Context: an optimization exercise on an open-source flow, tuned for small area, a short achievable clock period and few clock cycles per item. The choices shown serve that exercise and are no tape-out recipe. The RTL was checked by simulation tests, not by an equivalence proof against the original design. No activity file was given, so power comes from the tool's default toggle rates.

==> flow/design.v, too long to show whole: its modules and the start of the top module <==
// module systolic_matrix_mult: 2477 lines
module systolic_matrix_mult #(
    parameter DATA_WIDTH = 16,
    parameter FRAC_WIDTH = 8,
    parameter M = 4,
    parameter N = 4,
    parameter K = 4
)(
    input wire clk,
    input wire rst_n,
    input wire start,
    input wire signed [DATA_WIDTH-1:0] a_data,
    input wire [$clog2(M)-1:0] a_row,
    input wire [$clog2(K)-1:0] a_col,
    input wire a_valid,
    input wire signed [DATA_WIDTH-1:0] b_data,
    input wire [$clog2(K)-1:0] b_row,
    input wire [$clog2(N)-1:0] b_col,
    input wire b_valid,
    output reg signed [DATA_WIDTH-1:0] c_data,
    output reg [$clog2(M)-1:0] c_row,
    output reg [$clog2(N)-1:0] c_col,
    output reg c_valid,
    output reg done
);
  // ...
==> flow/flow/run.sh <==
#!/bin/bash
set -euo pipefail
margin=$(cat flow/margin.txt)
bash standard.sh SETUP_SLACK_MARGIN="$margin" finish > standard_flow.log 2>&1
==> flow/flow/margin.txt <==
6.8
==> flow/standard.sh <==
#!/bin/bash
# synth_recipe.tcl (not shown) runs the flow's synth.tcl, then flattens the netlist and writes it again
# the make line also repeats each setting of config.mk as NAME=value (left out here)
make -C /OpenROAD-flow-scripts/flow DESIGN_CONFIG=/design/flow/config.mk WORK_HOME=/design/flow/orfs CLKGATE_MAP_FILE= SYNTH_SCRIPT=/design/flow/synth_recipe.tcl "${@:-finish}"
==> flow/config.mk <==
export PLATFORM = sky130hd
export DESIGN_NAME = systolic_matrix_mult
export DESIGN_NICKNAME = systolic_matrix_mult
export VERILOG_FILES = /design/flow/design.v
export SDC_FILE = /design/flow/constraint.sdc
export NUM_CORES = 4
export LEC_CHECK = 0
export CAP_MARGIN = 20
export CORE_MARGIN = 2
export CORE_UTILIZATION = 40
export CTS_CLUSTER_DIAMETER = 120
export CTS_CLUSTER_SIZE = 28
export SLEW_MARGIN = 20
==> flow/constraint.sdc <==
create_clock -name core_clock -period 10.0 [get_ports {clk}]
set_input_delay 2.0000 -clock core_clock [delete_from_list [all_inputs] [get_ports {clk}]]
set_output_delay 2.0000 -clock core_clock [all_outputs]
set_load 0.01 [all_outputs]
==> run summary, run 1 <==
Mapped Area - 0.0490 sq mm
Well tap count - 1625
Comb pwr share - 33.2%
Outcome - finished clean
RR Startpoint - b_cnt[2][2]$_DFFE_PN0P_
Number of port buffers - 66
Initial DRC count - 4000
Hold violation total from the final report - 0
Commonest non-fill, non-tap cell in the layout - edfxtp_1
First-pass GRT wire length - 219000 um
Grt met3 use - 4.05%
Inverter count - 203
Seq area share - 43.7%
Initial core utilization - 40.3%
Synth Area in Adders - 17.8%
Slowest Stage Delay on Critical Path - 450 ps
Met2 wire length - 67000 um
Largest family of logic cells by synthesized area - adder cells
Drt first pass iters - 6
Post_cts resized - 360
Flip-flop and latch count - 917
Multi-input gate area - 0.0240 sq mm
GP Congestion - 0.938
Leak - 20.1 nW
Synth Area in XOR/XNOR - 10.1%
Die area - 0.125 sq mm
P_comb - 3.39 mW
RSZ-0062 raised after global routing - true
TritonCTS Buffers - 42
WL final - 149000 um
Grt peak-use layer - met2
Crit Path Class - register to register
Area contributors post-synth - edfxtp_1 (31%), fa_1 (17%), dfxtp_1 (14%), xnor2_1 (8.0%), a22oi_1 (6.7%)
Testbench counts, summed over its fixed seeds: cycles 51,521, items 1,600.
==> run 2, diff against run 1 <==
==> flow/flow/margin.txt (replaced) <==
6.5
==> run summary, run 2 <==
Final setup viols - 0 (unchanged)
Initial core utilization - 40.3% (unchanged)
Number of diodes - 0 (was 1)
Gr usage total - 22.9% (was 23.5%)
Period utilization - 34.7% (was 33.5%)
Area grow syn2layout - 8.16% (was 12.5%)
P_sw - 3.22 mW (was 3.32 mW)
Post-synth top area share - 31.4% (unchanged)
CP required - 10350 ps (was 10560 ps)
Fill cells - 11244 (was 10960)
Arrival time of the worst setup path - 3820 ps (was 3910 ps)
Mapped Cells - 4005 (unchanged)
Die W - 354 um (unchanged)
Leak - 19.3 nW (was 20.1 nW)
Clock root buffer - clkbuf_16 (unchanged)
Synthesized Nets - 4502 (unchanged)
Fin Hold WS - 335 ps (was 336 ps)
CTS tree - done (unchanged)
Crit path launch type - input port (was register)
Die Ht - 354 um (unchanged)
Period minus WS final - 3470 ps (was 3350 ps)
Clock Path Buffers - 3 (unchanged)
Ys Warns - 3 (unchanged)
Multi-input gate area - 0.0235 sq mm (was 0.0240 sq mm)
Initial DRC count - 3903 (was 4000)
Area contributors post-synth - edfxtp_1 (31%), fa_1 (17%), dfxtp_1 (14%), xnor2_1 (8.0%), a22oi_1 (6.7%) (unchanged)
Synth top cells by count - edfxtp_1 (512), xnor2_1 (450), a22oi_1 (436), fa_1 (411), dfxtp_1 (353) (unchanged)
Final setup TNS - 0 ps (unchanged)
Hold violation total from the final report - 0 (unchanged)
Storage cell area - 0.0239 sq mm (was 0.0241 sq mm)
Worst Setup End Kind - register (unchanged)
GP Congestion - 0.955 (was 0.938)
WL final - 145000 um (was 149000 um)
Outcome - finished clean (unchanged)
Most frequent cells in the layout - edfxtp_1 (512), xnor2_1 (450), a22oi_1 (436), fa_1 (411), nand2_1 (295) (was edfxtp_1 (512), xnor2_1 (448), a22oi_1 (432), fa_1 (401), nand2_1 (295))
Largest registers - mat_a: 256 flops, mat_b: 256 flops (unchanged)
Pwr/cell area - 189 mW/mm^2 (was 185 mW/mm^2)
Commonest non-fill, non-tap cell in the layout - edfxtp_1 (unchanged)
RSZ-0062 raised after global routing - false (was true)
Remaining DRCs - 0 (unchanged)
Cell taking the most area after synthesis - edfxtp_1 (unchanged)
Mapped Area - 0.0490 sq mm (unchanged)
HP Class - register to register (unchanged)
Count leader, synth - edfxtp_1 (unchanged)
Pins over their slew limit - 0 (unchanged)
IO Count - 67 (unchanged)
HPWL after detailed placement - 101000 um (was 99300 um)
Comb pwr share - 33.0% (was 33.2%)
Rows - 128 (unchanged)
Drt first pass iters - 6 (unchanged)
Reg clk slew, reported paths - 110 ps (was 120 ps)
Post-Syn Area per Cell - 12.2 sq um (unchanged)
Final nets - 4367 (was 4458)
Number of port buffers - 66 (unchanged)
Clock power frac - 20.0% (was 20.8%)
Ys flop type - edfxtp_1 (unchanged)
Via count - 31752 (was 32374)
Crit Path Max Fanout - 16 (was 5)
Total global routing overflow - 0 (unchanged)
CTS sink cnt - 917 (unchanged)
EDFF count, synth - 512 (unchanged)
Fmax - 288 MHz (was 299 MHz)
Sw frac - 32.2% (was 32.5%)
Asr flop ratio synth - 5.67% (unchanged)
Routed Antenna Nets - 0 (unchanged)
Pin count of the biggest net entering global routing - 92 (was 120)
Initial antenna violation count - 0 (was 2)
Max cap viols - 0 (unchanged)
Post-synthesis register bit count - 917 (unchanged)
Share of cells above drive strength 1 - 8.74% (was 14.1%)
Die area - 0.125 sq mm (unchanged)
Flop pwr share - 46.9% (was 46.0%)
H-tree lvl count - 2 (unchanged)
WL/cell - 26.2 um (was 26.5 um)
Crit Path Class - input port to register (was register to register)
Max_slew headroom - 27.6% (was 30.7%)
Sequential share of the synthesized area - 48.5% (unchanged)
Distinct cells, synth - 61 (unchanged)
CORE AREA - 0.122 sq mm (unchanged)
Pint - 6.79 mW (was 6.88 mW)
Worst-Skew Late Latency - 690 ps (about the same)
TritonCTS Buffers - 40 (was 42)
Skew final - 58.9 ps (was 62.8 ps)
Worst-margin pin slew - 1080 ps (was 1040 ps)
Worst VDD drop - 0.163 mV (was 0.130 mV)
Via density - 5.75 (was 5.76)
First-pass GRT wire length - 214000 um (was 219000 um)
Vias in the first global route - 32058 (was 32011)
-- run 2: cell count changes in the layout (fill, tap and decap cells not counted), sizes merged, moves of 2 or more --
cell and delta:
buf -103, clkdlybuf4s50 +3, dlygate4sd2 +21, dlymetal6s2s -3, clkbuf -6, or2 -2
-- run 2: power by group through the flow --
stage | logic [mW] | registers (mW) | clock network, mW
after global placement | 3.42 | 4.78 | 0
after CTS | 3.46 | 4.70 | 2.07
after global routing | 3.95 | 4.74 | 2.19
after floorplan | 2.29 | 4.70 | 0
after detailed placement | 3.46 | 4.79 | 0
final | 3.31 | 4.70 | 2.00
-- run 2: worst paths after layout --
path / start / end / slack [ps] / depth (start not counted)
max: b_valid / mat_b[12][6]$_DFFE_PP_ / 6530 / 4
min: q2_s801$_DFF_P_ / q3_q2_s801$_DFF_P_ / 330 / 0
max reg2reg: b_cnt[0][2]$_DFFE_PN0P_ / bt1_2$_DFF_P_ / 6570 / 11
min reg2reg: q2_s801$_DFF_P_ / q3_q2_s801$_DFF_P_ / 330 / 0
max in group asynchronous: rst_n / b_cnt[2][2]$_DFFE_PN0P_ / 8110 / 2
min in group asynchronous: rst_n / done$_DFF_PN0_ / 1390 / 2
-- run 2: per-stage QoR --
stage               cell area, sq um  cells  power (mW)  worst slack (ps)  utilization, %
CTS                            52600   5513        10.2              6500            43.2
global route                   53000   5526        10.9              6460            43.5
global placement               51000   5430        8.20              5510            41.9
finish                         53000   5526        10.0              6530            43.5
detailed placement             51000   5430        8.25              5420            41.9
floorplan                      49000   4005        6.99              6210               -
-- run 2: critical path, stage by stage --
cell and delay [ps]:
clkdlybuf4s50_1 540, or3b_2 630, nor2_1 290, buf_4 350
-- run 2: per-layer routing --
layer	part of all wire, %	routed length (um)	track usage, %
met3	8.5	12300	4.06
met2	45	65700	36.0
met4	4.6	6700	9.41
met5	0	0	0
met1	42	60200	31.3
-- run 2: logic make-up after synthesis --
kind of cell	after synthesis	share of synthesized area (%)
adders and majority gates	452	17.8
DFF	917	48.5
muxes	62	1.38
AOI/OAI and AO/OA	849	12.4
buffers and inverters	543	4.22
xor gates and xnor gates	565	10.1
and+or+nand+nor	617	5.64
-- run 2: area by class of cell --
class | count | area share [%]
tap | 1625 | 3.84
clock inverter | 9 | 0.257
timing repair buffer | 162 | 2.99
inverter | 203 | 1.47
multi-input combinational | 2546 | 44.3
clock buffer | 64 | 2.06
sequential | 917 | 45.1
-- run 2: what timing repair did --
item / CTS / global route
setup buffers: 6 / 11
hold buffers: 0 / 0
pin swaps: 3 / 6
endpoints found under the setup margin: 251 / 120
gates cloned: 4 / 2
resized for setup: 114 / 76
==> run 3, diff against run 2 <==
==> flow/flow/margin.txt (replaced) <==
6.6
==> run summary, run 3 <==
Outcome - finished clean (unchanged)
Sequential share of the synthesized area - 48.5% (unchanged)
Count leader, synth - edfxtp_1 (unchanged)
Period utilization - 34.1% (was 34.7%)
Clock root buffer - clkbuf_16 (unchanged)
Mapped Cells - 4005 (unchanged)
Final nets - 4371 (was 4367)
EDFF count, synth - 512 (unchanged)
Routed Antenna Nets - 0 (unchanged)
Clock Path Buffers - 3 (unchanged)
Worst Setup End Kind - register (unchanged)
Hold violation total from the final report - 0 (unchanged)
Vias in the first global route - 32097 (was 32058)
CTS tree - done (unchanged)
Non-Filler Instances - 5531 (was 5526)
Sw frac - 32.3% (was 32.2%)
Max_slew headroom - 29.7% (was 27.6%)
Hold_buf cts - 0 (unchanged)
Fmax - 293 MHz (was 288 MHz)
Final setup viols - 0 (unchanged)
CTS sink cnt - 917 (unchanged)
Placed Cells - 5418 (was 5430)
Crit path launch type - register (was input port)
Pwr/cell area - 190 mW/mm^2 (was 189 mW/mm^2)
Number of diodes - 0 (unchanged)
First-pass GRT wire length - 213000 um (was 214000 um)
Arrival time of the worst setup path - 3910 ps (was 3820 ps)
Crit Path Max Fanout - 16 (unchanged)
Ys Warns - 3 (unchanged)
Synthesized Nets - 4502 (unchanged)
Gr usage total - 22.6% (was 22.9%)
Clock power frac - 20.4% (was 20.0%)
Initial core utilization - 40.3% (unchanged)
Commonest non-fill, non-tap cell in the layout - edfxtp_1 (unchanged)
Mapped Area - 0.0490 sq mm (unchanged)
Pins over their slew limit - 0 (unchanged)
Post-synthesis register bit count - 917 (unchanged)
IO Count - 67 (unchanged)
Final core occ - 43.8% (was 43.5%)
Rows - 128 (unchanged)
Largest registers - mat_a: 256 flops, mat_b: 256 flops (unchanged)
Flop pwr share - 46.5% (was 46.9%)
Via density - 5.77 (was 5.75)
Worst VDD drop - 0.157 mV (was 0.163 mV)
Hold depth - 0 (unchanged)
Most frequent CP cell - fa_1
Total global routing overflow - 0 (unchanged)
Most frequent cells in the layout - edfxtp_1 (512), xnor2_1 (450), a22oi_1 (436), fa_1 (410), nand2_1 (294) (was edfxtp_1 (512), xnor2_1 (450), a22oi_1 (436), fa_1 (411), nand2_1 (295))
TritonCTS Buffers - 41 (was 40)
CORE AREA - 0.122 sq mm (unchanged)
Die area - 0.125 sq mm (unchanged)
Die W - 354 um (unchanged)
Worst Reg-to-Reg Cells - 7 (was 11)
Slowest Stage Delay on Critical Path - 690 ps (was 630 ps)
RSZ-0062 raised after global routing - true (was false)
Remaining DRCs - 0 (unchanged)
Skew final - 32.2 ps (was 58.9 ps)
Reg clk slew, reported paths - 110 ps (about the same)
Final setup TNS - 0 ps (unchanged)
Crit Path Class - register to register (was input port to register)
Final instance area - 0.0533 sq mm (was 0.0530 sq mm)
Max cap viols - 0 (unchanged)
Share of cells above drive strength 1 - 9.60% (was 8.74%)
Distinct cells, synth - 61 (unchanged)
Number of port buffers - 66 (unchanged)
Fill cells - 11210 (was 11244)
Pin count of the biggest net entering global routing - 132 (was 92)
WL/cell - 26.1 um (was 26.2 um)
GP Congestion - 0.951 (was 0.955)
Cell taking the most area after synthesis - edfxtp_1 (unchanged)
Asr flop ratio synth - 5.67% (unchanged)
Post-Syn Area per Cell - 12.2 sq um (unchanged)
Synth top cells by count - edfxtp_1 (512), xnor2_1 (450), a22oi_1 (436), fa_1 (411), dfxtp_1 (353) (unchanged)
Comb pwr share - 33.1% (was 33.0%)
Pint - 6.84 mW (was 6.79 mW)
Placed Area - 0.0510 sq mm (about the same)
Initial antenna violation count - 0 (unchanged)
CP cell instances - a22oi_1 > xnor2_1 > fa_1 > inv_1 > fa_1 > fa_1 > fa_1 (was clkdlybuf4s50_1 > or3b_2 > nor2_1 > buf_4)
Die Ht - 354 um (unchanged)
Drt first pass iters - 6 (unchanged)
Worst-margin pin slew - 1050 ps (was 1080 ps)
P_sw - 3.27 mW (was 3.22 mW)
Via count - 31925 (was 31752)
HP Class - register to register (unchanged)
Area contributors post-synth - edfxtp_1 (31%), fa_1 (17%), dfxtp_1 (14%), xnor2_1 (8.0%), a22oi_1 (6.7%) (unchanged)
Initial DRC count - 4301 (was 3903)
Post-synth top area share - 31.4% (unchanged)
Leak - 19.3 nW (about the same)
Area grow syn2layout - 8.74% (was 8.16%)
Worst-Skew Late Latency - 640 ps (was 690 ps)
H-tree lvl count - 2 (unchanged)
Slowest CP cell - dfxtp_2 (was or3b_2)
WL final - 145000 um (about the same)
Period minus WS final - 3410 ps (was 3470 ps)
Ys flop type - edfxtp_1 (unchanged)
CP required - 10500 ps (was 10350 ps)
HPWL after detailed placement - 99800 um (was 101000 um)
==> run 3: cell counts after synthesis <==
Identical to the previous run, type by type.
==> run 3: power groups by stage <==
stage,clock network [mW],registers [mW],logic [mW]
3_5_place_dp,0,4.79,3.49
5_1_grt,2.24,4.74,3.95
6_report,2.06,4.70,3.35
4_1_cts,2.11,4.70,3.49
3_3_place_gp,0,4.78,3.44
2_1_floorplan,0,4.70,2.29
==> run 3: final cells by class <==
| cell class | instances | area [sq um] | share of cell area [%] |
|---|---|---|---|
| Multi-Input combinational cell | 2545 | 23500 | 44.2 |
| Clock buffer | 65 | 1140 | 2.13 |
| Timing Repair Buffer | 166 | 1700 | 3.19 |
| Tap cell | 1625 | 2030 | 3.82 |
| Inverter | 203 | 785 | 1.47 |
| Sequential cell | 917 | 23900 | 44.9 |
| Clock inverter | 10 | 144 | 0.270 |
==> run 3: cell families (layout without fill, tap and decap cells) <==
kind of cell / after synthesis / after routing / synth area share [%]
adders and majority gates: 452 / 452 / 17.8
xor gates and xnor gates: 565 / 565 / 10.1
muxes: 62 / 62 / 1.38
buffers and inverters: 543 / 444 / 4.22
and+or+nand+nor: 617 / 617 / 5.64
DFF: 917 / 917 / 48.5
AOI/OAI and AO/OA: 849 / 849 / 12.4
==> run 3: stage by stage <==
step	setup slack, ps	power [mW]	hold WS (ps)
2_1_floorplan	6360	6.99	310
3_5_place_dp	5230	8.28	314
6_report	6590	10.1	324
5_1_grt	6570	10.9	329
3_3_place_gp	5320	8.22	315
4_1_cts	6380	10.3	307
==> run 3: routing by layer <==
metal	global-route usage [%]	up-vias	share of wire [%]
li1	-	13680	-
met1	31.4	16064	42
met2	34.9	1807	44
met3	3.87	374	8.9
met4	9.94	0	5.1
met5	0	-	0
==> run 3: critical path: cells and delay by family (launching register included) <==
family	cells	cell delay [ps]
buffers and inverters	1	70
AO/OA/AOI/OAI	1	200
adder cells (fa/ha/maj)	4	2110
XOR/XNOR	1	180
flip-flops	1	690
==> run 3: timing repair <==
action	CTS	global route
gates resized for setup	154	78
endpoints found under the setup margin	461	197
buffers inserted	13	19
pin swaps	10	8
cloned	4	2
==> run 3: worst paths after layout <==
kind                                 startpoint                      end  slack [ps]
worst max-delay path             ra0[5]$_DFF_P_         q2_s1094$_DFF_P_        6590
worst min-delay path            q2_s801$_DFF_P_       q3_q2_s801$_DFF_P_         320
worst max register to register   ra0[5]$_DFF_P_         q2_s1094$_DFF_P_        6590
worst min register to register  q2_s801$_DFF_P_       q3_q2_s801$_DFF_P_         320
max in group asynchronous                 rst_n  b_cnt[1][2]$_DFFE_PN0P_        8060
min in group asynchronous                 rst_n  a_cnt[2][1]$_DFFE_PN0P_        1460
==> run 4, diff against run 3 <==
--- a/flow/config.mk
+++ b/flow/config.mk
@@ -7,7 +7,7 @@
 export LEC_CHECK = 0
 export CAP_MARGIN = 20
 export CORE_MARGIN = 2
-export CORE_UTILIZATION = 40
+export CORE_UTILIZATION = 60
 export CTS_CLUSTER_DIAMETER = 120
 export CTS_CLUSTER_SIZE = 28
 export SLEW_MARGIN = 20
==> run summary, run 4 <==
Pwr/cell area - 190 mW/mm^2 (about the same)
Most frequent cells in the layout - edfxtp_1 (512), xnor2_1 (450), a22oi_1 (436), fa_1 (410), nand2_1 (295) (was edfxtp_1 (512), xnor2_1 (450), a22oi_1 (436), fa_1 (410), nand2_1 (294))
Vias in the first global route - 33140 (was 32097)
CP cell instances - buf_4 > nor2b_2 > o41ai_4 > a311oi_2 > or2_4 > buf_16 > o2111a_2 > clkbuf_16 > buf_12 > a221oi_2 > a221oi_2 > mux2_2 (was a22oi_1 > xnor2_1 > fa_1 > inv_1 > fa_1 > fa_1 > fa_1)
Period minus WS final - 3450 ps (was 3410 ps)
Clock root buffer - clkbuf_16 (unchanged)
Placed Cells - 4851 (was 5418)
Initial antenna violation count - 5 (was 0)
P_sw - 3.32 mW (was 3.27 mW)
Pins over their slew limit - 0 (unchanged)
Synthesized Nets - 4502 (unchanged)
Slowest Stage Delay on Critical Path - 480 ps (was 690 ps)
Max cap viols - 0 (unchanged)
EDFF count, synth - 512 (unchanged)
Number of port buffers - 66 (unchanged)
Grt met3 use - 8.95% (was 3.87%)
H-tree lvl count - 2 (unchanged)
HPWL after detailed placement - 103000 um (was 99800 um)
Crit Path Class - register to register (unchanged)
Outcome - finished clean (unchanged)
Met2 usage - 55.8% (was 34.9%)
CTS sink cnt - 917 (unchanged)
Post-synth top area share - 31.4% (unchanged)
Die Ht - 290 um (was 354 um)
R2R setup slack - 6550 ps (was 6590 ps)
Drt first pass iters - 6 (unchanged)
Comb pwr share - 34.1% (was 33.1%)
Distinct cells, synth - 61 (unchanged)
Count leader, synth - edfxtp_1 (unchanged)
Grt peak-use layer - met2 (unchanged)
TritonCTS Buffers - 40 (was 41)
Reg clk slew, reported paths - 110 ps (about the same)
Clock Path Buffers - 3 (unchanged)
Clock power frac - 19.4% (was 20.4%)
Final setup TNS - 0 ps (unchanged)
Pin count of the biggest net entering global routing - 132 (unchanged)
Mapped Area - 0.0490 sq mm (unchanged)
Die W - 290 um (was 354 um)
WL/cell - 30.8 um (was 26.1 um)
Crit path launch type - register (unchanged)
WL final - 154000 um (was 145000 um)
Post-Syn Area per Cell - 12.2 sq um (unchanged)
Non-Filler Instances - 5005 (was 5531)
Area grow syn2layout - 8.93% (was 8.74%)
Largest registers - mat_a: 256 flops, mat_b: 256 flops (unchanged)
Mapped Cells - 4005 (unchanged)
CTS tree - done (unchanged)
RSZ-0062 raised after global routing - true (unchanged)
Commonest non-fill, non-tap cell in the layout - edfxtp_1 (unchanged)
CP Capture Point - bt0_6$_DFF_P_ (was q2_s1094$_DFF_P_)
Crit Path Max Fanout - 12 (was 16)
Initial core utilization - 60.7% (was 40.3%)
Rows - 104 (was 128)
GP Congestion - 0.987 (was 0.951)
M1 GR Usage - 47.7% (was 31.4%)
First-pass GRT wire length - 220000 um (was 213000 um)
Fmax - 290 MHz (was 293 MHz)
Final instance area - 0.0534 sq mm (was 0.0533 sq mm)
Worst-Skew Late Latency - 640 ps (about the same)
Period utilization - 34.5% (was 34.1%)
Max_slew headroom - 25.4% (was 29.7%)
Placed Area - 0.0503 sq mm (was 0.0510 sq mm)
Sw frac - 32.7% (was 32.3%)
Synth top cells by count - edfxtp_1 (512), xnor2_1 (450), a22oi_1 (436), fa_1 (411), dfxtp_1 (353) (unchanged)
Flop pwr share - 46.5% (about the same)
Arrival time of the worst setup path - 3990 ps (was 3910 ps)
Most frequent CP cell - a221oi_2 (was fa_1)
Worst VDD drop - 0.193 mV (was 0.157 mV)
Via density - 6.66 (was 5.77)
CORE AREA - 0.0807 sq mm (was 0.122 sq mm)
IO Count - 67 (unchanged)
Via count - 33310 (was 31925)
Post-synthesis register bit count - 917 (unchanged)
Ys flop type - edfxtp_1 (unchanged)
Final setup viols - 0 (unchanged)
Skew final - 35.8 ps (was 32.2 ps)
Asr flop ratio synth - 5.67% (unchanged)
Remaining DRCs - 0 (unchanged)
Die area - 0.0840 sq mm (was 0.125 sq mm)
Gr usage total - 36.2% (was 22.6%)
R2r endpoint - bt0_6$_DFF_P_ (was q2_s1094$_DFF_P_)
Sequential share of the synthesized area - 48.5% (unchanged)
Hold path start - p1_j[0]$_DFF_P_ (was q2_s801$_DFF_P_)
Leak - 19.7 nW (was 19.3 nW)
RR Startpoint - b_cnt[0][2]$_DFFE_PN0P_ (was ra0[5]$_DFF_P_)
Hold violation total from the final report - 0 (unchanged)
Slowest CP cell - o41ai_4 (was dfxtp_2)
Pint - 6.83 mW (was 6.84 mW)
Share of cells above drive strength 1 - 11.0% (was 9.60%)
Ys Warns - 3 (unchanged)
Initial DRC count - 4533 (was 4301)
Critical Path Start - b_cnt[0][2]$_DFFE_PN0P_ (was ra0[5]$_DFF_P_)
Cell taking the most area after synthesis - edfxtp_1 (unchanged)
Worst Reg-to-Reg Cells - 12 (was 7)
Worst-margin pin slew - 1120 ps (was 1050 ps)
Worst Setup End Kind - register (unchanged)
HP Class - register to register (unchanged)
Routed Antenna Nets - 0 (unchanged)
Total global routing overflow - 0 (unchanged)
Area contributors post-synth - edfxtp_1 (31%), fa_1 (17%), dfxtp_1 (14%), xnor2_1 (8.0%), a22oi_1 (6.7%) (unchanged)
Final nets - 4412 (was 4371)
CP required - 10530 ps (was 10500 ps)
## run 4: power by group through the flow
stage	Combinational, mW	Sequential, mW	Clock [mW]
after detailed placement	3.55	4.80	0
after global routing	3.99	4.75	2.11
after CTS	3.55	4.72	2.01
final	3.46	4.72	1.97
after floorplan	2.29	4.70	0
after global placement	3.43	4.79	0
## run 4: cell families after synthesis
kind of cell / Yosys count / synth area share, %
mux: 62 / 1.38
flops: 917 / 48.5
fa+ha+maj: 452 / 17.8
compound gates: 849 / 12.4
xor+xnor: 565 / 10.1
simple gates: 617 / 5.64
buf+inv: 543 / 4.22
## run 4: area by class of cell
type                            count  area, sq um
Inverter                          203          777
Clock buffer                       64         1090
Antenna cell                        3         7.51
Multi-Input combinational cell   2545        23800
Clock inverter                      5          123
Fill cell                        6001        27300
Sequential cell                   917        23900
Timing Repair Buffer              208         2350
Tap cell                         1060         1330
## run 4: routing by layer
layer	vias up	part of all wire [%]
li1	13748	-
met1	16693	37
met2	2297	45
met3	568	12
met4	4	6.2
met5	-	0.061
## run 4: per-stage QoR
stage | power [mW] | hold slack, ps | util (%) | setup WS, ps
detailed placement | 8.35 | 313 | 62.3 | 5030
CTS | 10.3 | 338 | 64.8 | 6570
global route | 10.9 | 342 | 66.1 | 6480
global placement | 8.22 | 311 | 62.3 | 5170
floorplan | 6.99 | 310 | - | 6360
finish | 10.2 | 335 | 66.2 | 6550
## run 4: worst min-delay path by stage
stage	end	slack (ps)	depth (start not counted)
detailed placement	p3_j[0]$_DFF_P_	310	0
finish	p2_j[0]$_DFF_P_	340	0
floorplan	c_col[0]$_DFF_P_	310	0
global placement	p3_j[0]$_DFF_P_	310	0
CTS	p3_j[0]$_DFF_P_	340	0
global route	c_col[1]$_DFF_P_	340	0
## run 4: worst max-delay path: cells and delay by family (launching register included)
kind | cells | cell delay [ps]
AOI/OAI and AO/OA | 5 | 1400
DFF | 1 | 420
and+or+nand+nor | 2 | 500
muxes | 1 | 290
buffers and inverters | 4 | 720
## run 4: what timing repair did
item	CTS	global route
endpoints found under the setup margin	443	204
resized for setup	171	109
pin swaps	13	34
hold buffers	0	0
setup buffers	24	41
gates cloned	6	11
==> run 5, diff against run 4 <==
--- a/flow/config.mk
+++ b/flow/config.mk
@@ -7,7 +7,7 @@
 export LEC_CHECK = 0
 export CAP_MARGIN = 20
 export CORE_MARGIN = 2
-export CORE_UTILIZATION = 60
+export CORE_UTILIZATION = 50
 export CTS_CLUSTER_DIAMETER = 120
 export CTS_CLUSTER_SIZE = 28
 export SLEW_MARGIN = 20
==> run summary, run 5 <==
Outcome - finished clean (unchanged)
Routed Antenna Nets - 0 (unchanged)
Post-Syn Area per Cell - 12.2 sq um (unchanged)
Count leader, synth - edfxtp_1 (unchanged)
H-tree lvl count - 2 (unchanged)
Non-Filler Instances - 5185 (was 5005)
Fmax - 298 MHz (was 290 MHz)
Cell taking the most area after synthesis - edfxtp_1 (unchanged)
Share of cells above drive strength 1 - 9.70% (was 11.0%)
Vias in the first global route - 31472 (was 33140)
Synthesized Nets - 4502 (unchanged)
Leak - 19.3 nW (was 19.7 nW)
Number of port buffers - 66 (unchanged)
Fill cells - 8135 (was 6001)
Hold violation total from the final report - 0 (unchanged)
Number of diodes - 0 (was 3)
Post-synthesis register bit count - 917 (unchanged)
CTS tree - done (unchanged)
Synth top cells by count - edfxtp_1 (512), xnor2_1 (450), a22oi_1 (436), fa_1 (411), dfxtp_1 (353) (unchanged)
Worst VDD drop - 0.157 mV (was 0.193 mV)
WL final - 146000 um (was 154000 um)
GP Congestion - 0.957 (was 0.987)
Initial DRC count - 3774 (was 4533)
Initial antenna violation count - 0 (was 5)
TritonCTS Buffers - 40 (unchanged)
Fin Hold WS - 335 ps (about the same)
Via count - 31788 (was 33310)
Area contributors post-synth - edfxtp_1 (31%), fa_1 (17%), dfxtp_1 (14%), xnor2_1 (8.0%), a22oi_1 (6.7%) (unchanged)
Multiplexer share of the synthesized area - 1.38% (unchanged)
Final setup viols - 0 (unchanged)
Reg clk slew, reported paths - 110 ps (about the same)
Post-synthesis compound-gate area fraction - 12.4% (unchanged)
Post-synth top area share - 31.4% (unchanged)
Final nets - 4377 (was 4412)
Drt first pass iters - 10 (was 6)
Slowest Stage Delay on Critical Path - 650 ps (was 480 ps)
Ys flop type - edfxtp_1 (unchanged)
Most frequent cells in the layout - edfxtp_1 (512), xnor2_1 (448), a22oi_1 (436), fa_1 (409), nand2_1 (295) (was edfxtp_1 (512), xnor2_1 (450), a22oi_1 (436), fa_1 (410), nand2_1 (295))
Clock Path Buffers - 3 (unchanged)
Sequential share of the synthesized area - 48.5% (unchanged)
Via density - 6.13 (was 6.66)
Worst-Skew Late Latency - 660 ps (was 640 ps)
Period minus WS final - 3360 ps (was 3450 ps)
Skew final - 50.2 ps (was 35.8 ps)
HPWL after detailed placement - 100000 um (was 103000 um)
Commonest non-fill, non-tap cell in the layout - edfxtp_1 (unchanged)
Mapped Cells - 4005 (unchanged)
EDFF count, synth - 512 (unchanged)
CP required - 10500 ps (was 10530 ps)
RR Startpoint - ra0[2]$_DFF_P_ (was b_cnt[0][2]$_DFFE_PN0P_)
Final instance area - 0.0528 sq mm (was 0.0534 sq mm)
RSZ-0062 raised after global routing - true (unchanged)
Asr flop ratio synth - 5.67% (unchanged)
Ys Warns - 3 (unchanged)
Max cap viols - 0 (unchanged)
Slowest CP cell - dfxtp_2 (was o41ai_4)
Synth Area in Simple Gates - 5.64% (unchanged)
IO Count - 67 (unchanged)
Worst Setup End Kind - register (unchanged)
Die W - 317 um (was 290 um)
Final Total Pwr - 10.0 mW (was 10.2 mW)
Final worst slack - 6640 ps (was 6550 ps)
Hold_buf cts - 0 (unchanged)
Worst-margin pin slew - 1060 ps (was 1120 ps)
Pin count of the biggest net entering global routing - 105 (was 132)
HP Class - register to register (unchanged)
Placed Cells - 5072 (was 4851)
Placed Area - 0.0505 sq mm (was 0.0503 sq mm)
CTS sink cnt - 917 (unchanged)
Crit Path Max Fanout - 16 (was 12)
First-pass GRT wire length - 216000 um (was 220000 um)
Largest registers - mat_a: 256 flops, mat_b: 256 flops (unchanged)
Synth Area in XOR/XNOR - 10.1% (unchanged)
Max_slew headroom - 28.8% (was 25.4%)
Gr usage total - 29.5% (was 36.2%)
Critical Path Start - ra0[2]$_DFF_P_ (was b_cnt[0][2]$_DFFE_PN0P_)
Mapped Area - 0.0490 sq mm (unchanged)
Die Ht - 317 um (was 290 um)
Final core occ - 54.5% (was 66.2%)
Pins over their slew limit - 0 (unchanged)
Crit path launch type - register (unchanged)
Most frequent CP cell - fa_1 (was a221oi_2)
Place WS - 4850 ps (was 5030 ps)
Clock root buffer - clkbuf_16 (unchanged)
Crit Path Class - register to register (unchanged)
WL/cell - 28.2 um (was 30.8 um)
Total global routing overflow - 0 (unchanged)
Initial core utilization - 50.6% (was 60.7%)
Final setup TNS - 0 ps (unchanged)
Rows - 114 (was 104)
CP cell instances - a22oi_1 > xor2_1 > fa_1 > inv_1 > fa_1 > fa_1 > fa_1 (was buf_4 > nor2b_2 > o41ai_4 > a311oi_2 > or2_4 > buf_16 > o2111a_2 > clkbuf_16 > buf_12 > a221oi_2 > a221oi_2 > mux2_2)
Arrival time of the worst setup path - 3850 ps (was 3990 ps)
Area grow syn2layout - 7.73% (was 8.93%)
Period utilization - 33.6% (was 34.5%)
Hold path start - q2_s1019$_DFF_P_ (was p1_j[0]$_DFF_P_)
Synth Area in Adders - 17.8% (unchanged)
Die area - 0.101 sq mm (was 0.0840 sq mm)
Largest family of logic cells by synthesized area - adder cells (unchanged)
Remaining DRCs - 0 (unchanged)
CORE AREA - 0.0969 sq mm (was 0.0807 sq mm)
Pwr/cell area - 190 mW/mm^2 (about the same)
Distinct cells, synth - 61 (unchanged)
-- run 5: logic make-up after synthesis --
family,count (synthesis)
buffers and inverters,543
flip-flops,917
AO/OA/AOI/OAI,849
AND/OR/NAND/NOR,617
multiplexers,62
adder cells (fa/ha/maj),452
XOR/XNOR,565
-- run 5: worst paths after layout --
path,to,slack [ps],cells after the start
max,q2_s1103$_DFF_P_,6640,7
min,q3_q2_s1019$_DFF_P_,330,0
max reg2reg,q2_s1103$_DFF_P_,6640,7
min reg2reg,q3_q2_s1019$_DFF_P_,330,0
max in group asynchronous,b_cnt[1][2]$_DFFE_PN0P_,8080,2
min in group asynchronous,done$_DFF_PN0_,1440,2
-- run 5: final cells by class --
| type | count | area, sq um | share of cell area (%) |
|---|---|---|---|
| multi-input cells | 2549 | 23600 | 44.7 |
| repair buffers | 169 | 1660 | 3.15 |
| clock buffers | 65 | 1100 | 2.09 |
| well taps | 1276 | 1600 | 3.02 |
| flip-flops and latches | 917 | 23900 | 45.4 |
| clock inverters | 6 | 121 | 0.230 |
| inverters | 203 | 777 | 1.47 |
-- run 5: critical path: cells and delay by family (launching register included) --
kind / cells / cell delay, ps
fa+ha+maj: 4 / 2110
flops: 1 / 650
compound gates: 1 / 150
buf+inv: 1 / 80
xor+xnor: 1 / 190
-- run 5: report_power, final --
group | switching, mW | total (mW) | internal (mW) | leakage [nW]
registers | 0.207 | 4.70 | 4.49 | 8.33
logic | 1.81 | 3.31 | 1.50 | 10.4
clock network | 1.20 | 1.99 | 0.793 | 0.579
-- run 5: metal layers --
layer	routed length [um]	global-route usage (%)	up-vias
li1	-	-	13679
met1	61400	41.8	16145
met2	65900	45.8	1650
met3	13700	5.68	314
met4	5430	9.87	0
met5	0	0	-
-- run 5: what timing repair did --
action	in CTS	in global routing
gates resized for setup	171	65
pin swaps	12	8
endpoints found under the setup margin	410	187
buffers inserted	23	11
gates cloned	8	0
==> run 6, diff against run 5 <==
--- a/flow/config.mk
+++ b/flow/config.mk
@@ -8,6 +8,6 @@
 export CAP_MARGIN = 20
 export CORE_MARGIN = 2
 export CORE_UTILIZATION = 50
-export CTS_CLUSTER_DIAMETER = 120
-export CTS_CLUSTER_SIZE = 28
+export CTS_CLUSTER_DIAMETER = 100
+export CTS_CLUSTER_SIZE = 24
 export SLEW_MARGIN = 20
==> run summary, run 6 <==
Fill cells - 8074 (was 8135)
EDFF count, synth - 512 (unchanged)
Largest registers - mat_a: 256 flops, mat_b: 256 flops (unchanged)
Via count - 31746 (was 31788)
Remaining DRCs - 0 (unchanged)
Final setup viols - 0 (unchanged)
Slowest Stage Delay on Critical Path - 670 ps (was 650 ps)
Final core occ - 54.7% (was 54.5%)
Initial DRC count - 3852 (was 3774)
RSZ-0062 raised after global routing - true (unchanged)
HP Class - register to register (unchanged)
Pwr/cell area - 192 mW/mm^2 (was 190 mW/mm^2)
Critical Path Start - ra0[3]$_DFF_P_ (was ra0[2]$_DFF_P_)
Leak - 19.4 nW (was 19.3 nW)
Most frequent CP cell - fa_1 (unchanged)
Synth top cells by count - edfxtp_1 (512), xnor2_1 (450), a22oi_1 (436), fa_1 (411), dfxtp_1 (353) (unchanged)
Worst-margin pin slew - 1060 ps (about the same)
Die Ht - 317 um (unchanged)
HPWL after detailed placement - 100000 um (unchanged)
Die area - 0.101 sq mm (unchanged)
Initial core utilization - 50.6% (unchanged)
Initial antenna violation count - 1 (was 0)
Crit Path Max Fanout - 16 (unchanged)
Outcome - finished clean (unchanged)
Period minus WS final - 3420 ps (was 3360 ps)
Final setup TNS - 0 ps (unchanged)
WL final - 146000 um (about the same)
Most frequent cells in the layout - edfxtp_1 (512), xnor2_1 (448), a22oi_1 (436), fa_1 (409), nand2_1 (295) (unchanged)
WL/cell - 28.1 um (was 28.2 um)
Pins over their slew limit - 0 (unchanged)
CP cell instances - a22oi_1 > xor2_1 > fa_1 > inv_1 > fa_1 > fa_1 > fa_1 (unchanged)
Max_slew headroom - 29.0% (was 28.8%)
Mapped Area - 0.0490 sq mm (unchanged)
Clock root buffer - clkbuf_16 (unchanged)
Hold violation total from the final report - 0 (unchanged)
Skew final - 48.5 ps (was 50.2 ps)
IO Count - 67 (unchanged)
Ys flop type - edfxtp_1 (unchanged)
Distinct cells, synth - 61 (unchanged)
Area grow syn2layout - 8.21% (was 7.73%)
Rows - 114 (unchanged)
Number of port buffers - 66 (unchanged)
Post-synth top area share - 31.4% (unchanged)
Area contributors post-synth - edfxtp_1 (31%), fa_1 (17%), dfxtp_1 (14%), xnor2_1 (8.0%), a22oi_1 (6.7%) (unchanged)
Storage cell area - 0.0239 sq mm (about the same)
Share of cells above drive strength 1 - 9.90% (was 9.70%)
Max cap viols - 0 (unchanged)
Arrival time of the worst setup path - 3950 ps (was 3850 ps)
CP required - 10540 ps (was 10500 ps)
Worst Setup End Kind - register (unchanged)
First-pass GRT wire length - 216000 um (about the same)
Period utilization - 34.2% (was 33.6%)
Synthesized Nets - 4502 (unchanged)
GP Congestion - 0.957 (unchanged)
Fmax - 293 MHz (was 298 MHz)
Slowest CP cell - dfxtp_2 (unchanged)
Ys Warns - 3 (unchanged)
Crit path launch type - register (unchanged)
CTS sink cnt - 917 (unchanged)
Final worst slack - 6580 ps (was 6640 ps)
Worst-Skew Late Latency - 670 ps (was 660 ps)
CTS tree - done (unchanged)
H-tree lvl count - 2 (unchanged)
Cell taking the most area after synthesis - edfxtp_1 (unchanged)
Crit Path Class - register to register (unchanged)
CORE AREA - 0.0969 sq mm (unchanged)
Vias in the first global route - 31599 (was 31472)
Critical path buffers and inverters - 1 (unchanged)
TritonCTS Buffers - 46 (was 40)
Mapped Cells - 4005 (unchanged)
Hold_buf cts - 0 (unchanged)
Gr usage total - 29.4% (was 29.5%)
Final nets - 4379 (was 4377)
RR Startpoint - ra0[3]$_DFF_P_ (was ra0[2]$_DFF_P_)
Count leader, synth - edfxtp_1 (unchanged)
Place WS - 4850 ps (unchanged)
Total global routing overflow - 0 (unchanged)
Worst VDD drop - 0.144 mV (was 0.157 mV)
Routed Antenna Nets - 0 (unchanged)
Drt first pass iters - 6 (was 10)
Asr flop ratio synth - 5.67% (unchanged)
Via density - 6.11 (was 6.13)
Multi-input gate area - 0.0236 sq mm (about the same)
Commonest non-fill, non-tap cell in the layout - edfxtp_1 (unchanged)
Clock Path Buffers - 3 (unchanged)
Post-synthesis register bit count - 917 (unchanged)
Hold path start - q2_s1019$_DFF_P_ (unchanged)
Sequential share of the synthesized area - 48.5% (unchanged)
Pin count of the biggest net entering global routing - 105 (unchanged)
Post-Syn Area per Cell - 12.2 sq um (unchanged)
Die W - 317 um (unchanged)
Top delay family on crit path - adder cells (unchanged)
Reg clk slew, reported paths - 100 ps (was 110 ps)
run 6: cell counts after synthesis:
Identical to the previous run, type by type.
run 6: path summary, 6_finish.rpt:
kind	to	slack [ps]	depth (start not counted)
worst max-delay path	q2_s1094$_DFF_P_	6580	7
worst min-delay path	q3_q2_s1019$_DFF_P_	330	0
worst max register to register	q2_s1094$_DFF_P_	6580	7
worst min register to register	q3_q2_s1019$_DFF_P_	330	0
max in group asynchronous	b_cnt[0][2]$_DFFE_PN0P_	8110	2
min in group asynchronous	b_cnt[2][1]$_DFFE_PN0P_	1430	2
run 6: area by class of cell:
class                      count  area share [%]
antenna                        2         0.00944
clock buffer                  75            2.44
clock inverter                 9           0.314
inverter                     203            1.50
multi-input combinational   2549            44.5
sequential                   917            45.1
tap                         1276            3.01
timing repair buffer         165            3.05
run 6: cell families (layout without fill, tap and decap cells):
logic type / count (synthesis) / count (layout) / synth area share (%)
AO/OA/AOI/OAI: 849 / 851 / 12.4
XOR/XNOR: 565 / 565 / 10.1
adder cells (fa/ha/maj): 452 / 452 / 17.8
buffers and inverters: 543 / 452 / 4.22
flip-flops: 917 / 917 / 48.5
multiplexers: 62 / 62 / 1.38
other: 0 / 2 / 0
AND/OR/NAND/NOR: 617 / 619 / 5.64
run 6: worst reg2reg max path: stages (launching register included):
cell,delay (ps)
dfxtp_2,670
a22oi_1,220
xor2_1,200
fa_1,550
inv_1,80
fa_1,580
fa_1,590
fa_1,400
run 6: per-layer routing:
layer | global-route usage [%] | share of wire [%] | routed length [um] | up-vias
li1 | - | - | - | 13717
met2 | 45.8 | 45 | 66200 | 1617
met3 | 5.44 | 8.9 | 13000 | 305
met1 | 41.8 | 42 | 61900 | 16107
met5 | 0 | 0 | 0 | -
met4 | 10.0 | 3.5 | 5120 | 0
run 6: per-stage QoR:
step                hold WS [ps]  cells  total power, mW  area, sq um
floorplan                    310   4005             6.99        49100
global placement             313   5072             8.13        50500
finish                       329   5196             10.2        53000
CTS                          331   5182             10.3        52600
global route                 334   5194             11.0        53000
detailed placement           313   5072             8.19        50500
run 6: what timing repair did:
item,4_1_cts,5_1_grt
buffers inserted,19,12
pin swaps,11,9
gates resized for setup,166,72
gates cloned,7,0
setup endpoints to repair,393,170
run 6: report_power, final:
group	switching (mW)	internal, mW
sequential	0.207	4.50
combinational	1.80	1.50
clock	1.22	0.954

static timing again, ports no longer ideal:
In the flow no input, the clock included, has a driving cell. The finished layouts below were timed again as built, in two steps.
Step 1: set_driving_cell puts a clkbuf_16 on clk and a buf_2 on each other input, an assumption about the parent block.
Step 2 also shifts input and output timing later by t, the mid clock arrival at the registers, as if the neighbouring blocks saw the same clock.
Three values: no drivers, after step 1, after step 2; two values: the first two.
run | shift t [ns] | setup slack, ns | hold slack, ns
run 1 | 0.734 | 6.653 / 6.653 / 6.120 | 0.336 / 0.336 / 0.336
run 2 | 0.738 | 6.526 / 6.548 / 5.832 | 0.335 / 0.335 / 0.335
run 3 | 0.697 | 6.590 / 6.590 / 5.944 | 0.324 / 0.324 / 0.324
run 4 | 0.696 | 6.547 / 6.547 / 5.979 | 0.335 / 0.335 / 0.335
run 5 | 0.711 | 6.645 / 6.610 / 6.028 | 0.335 / 0.335 / 0.335
run 6 | 0.727 | 6.583 / 6.583 / 5.994 | 0.329 / 0.329 / 0.329
After both steps setup and hold are still met in every run listed. The setup slack of run 2, which loses most, moves by +0.022 ns with the drivers and by -0.694 ns with both steps.
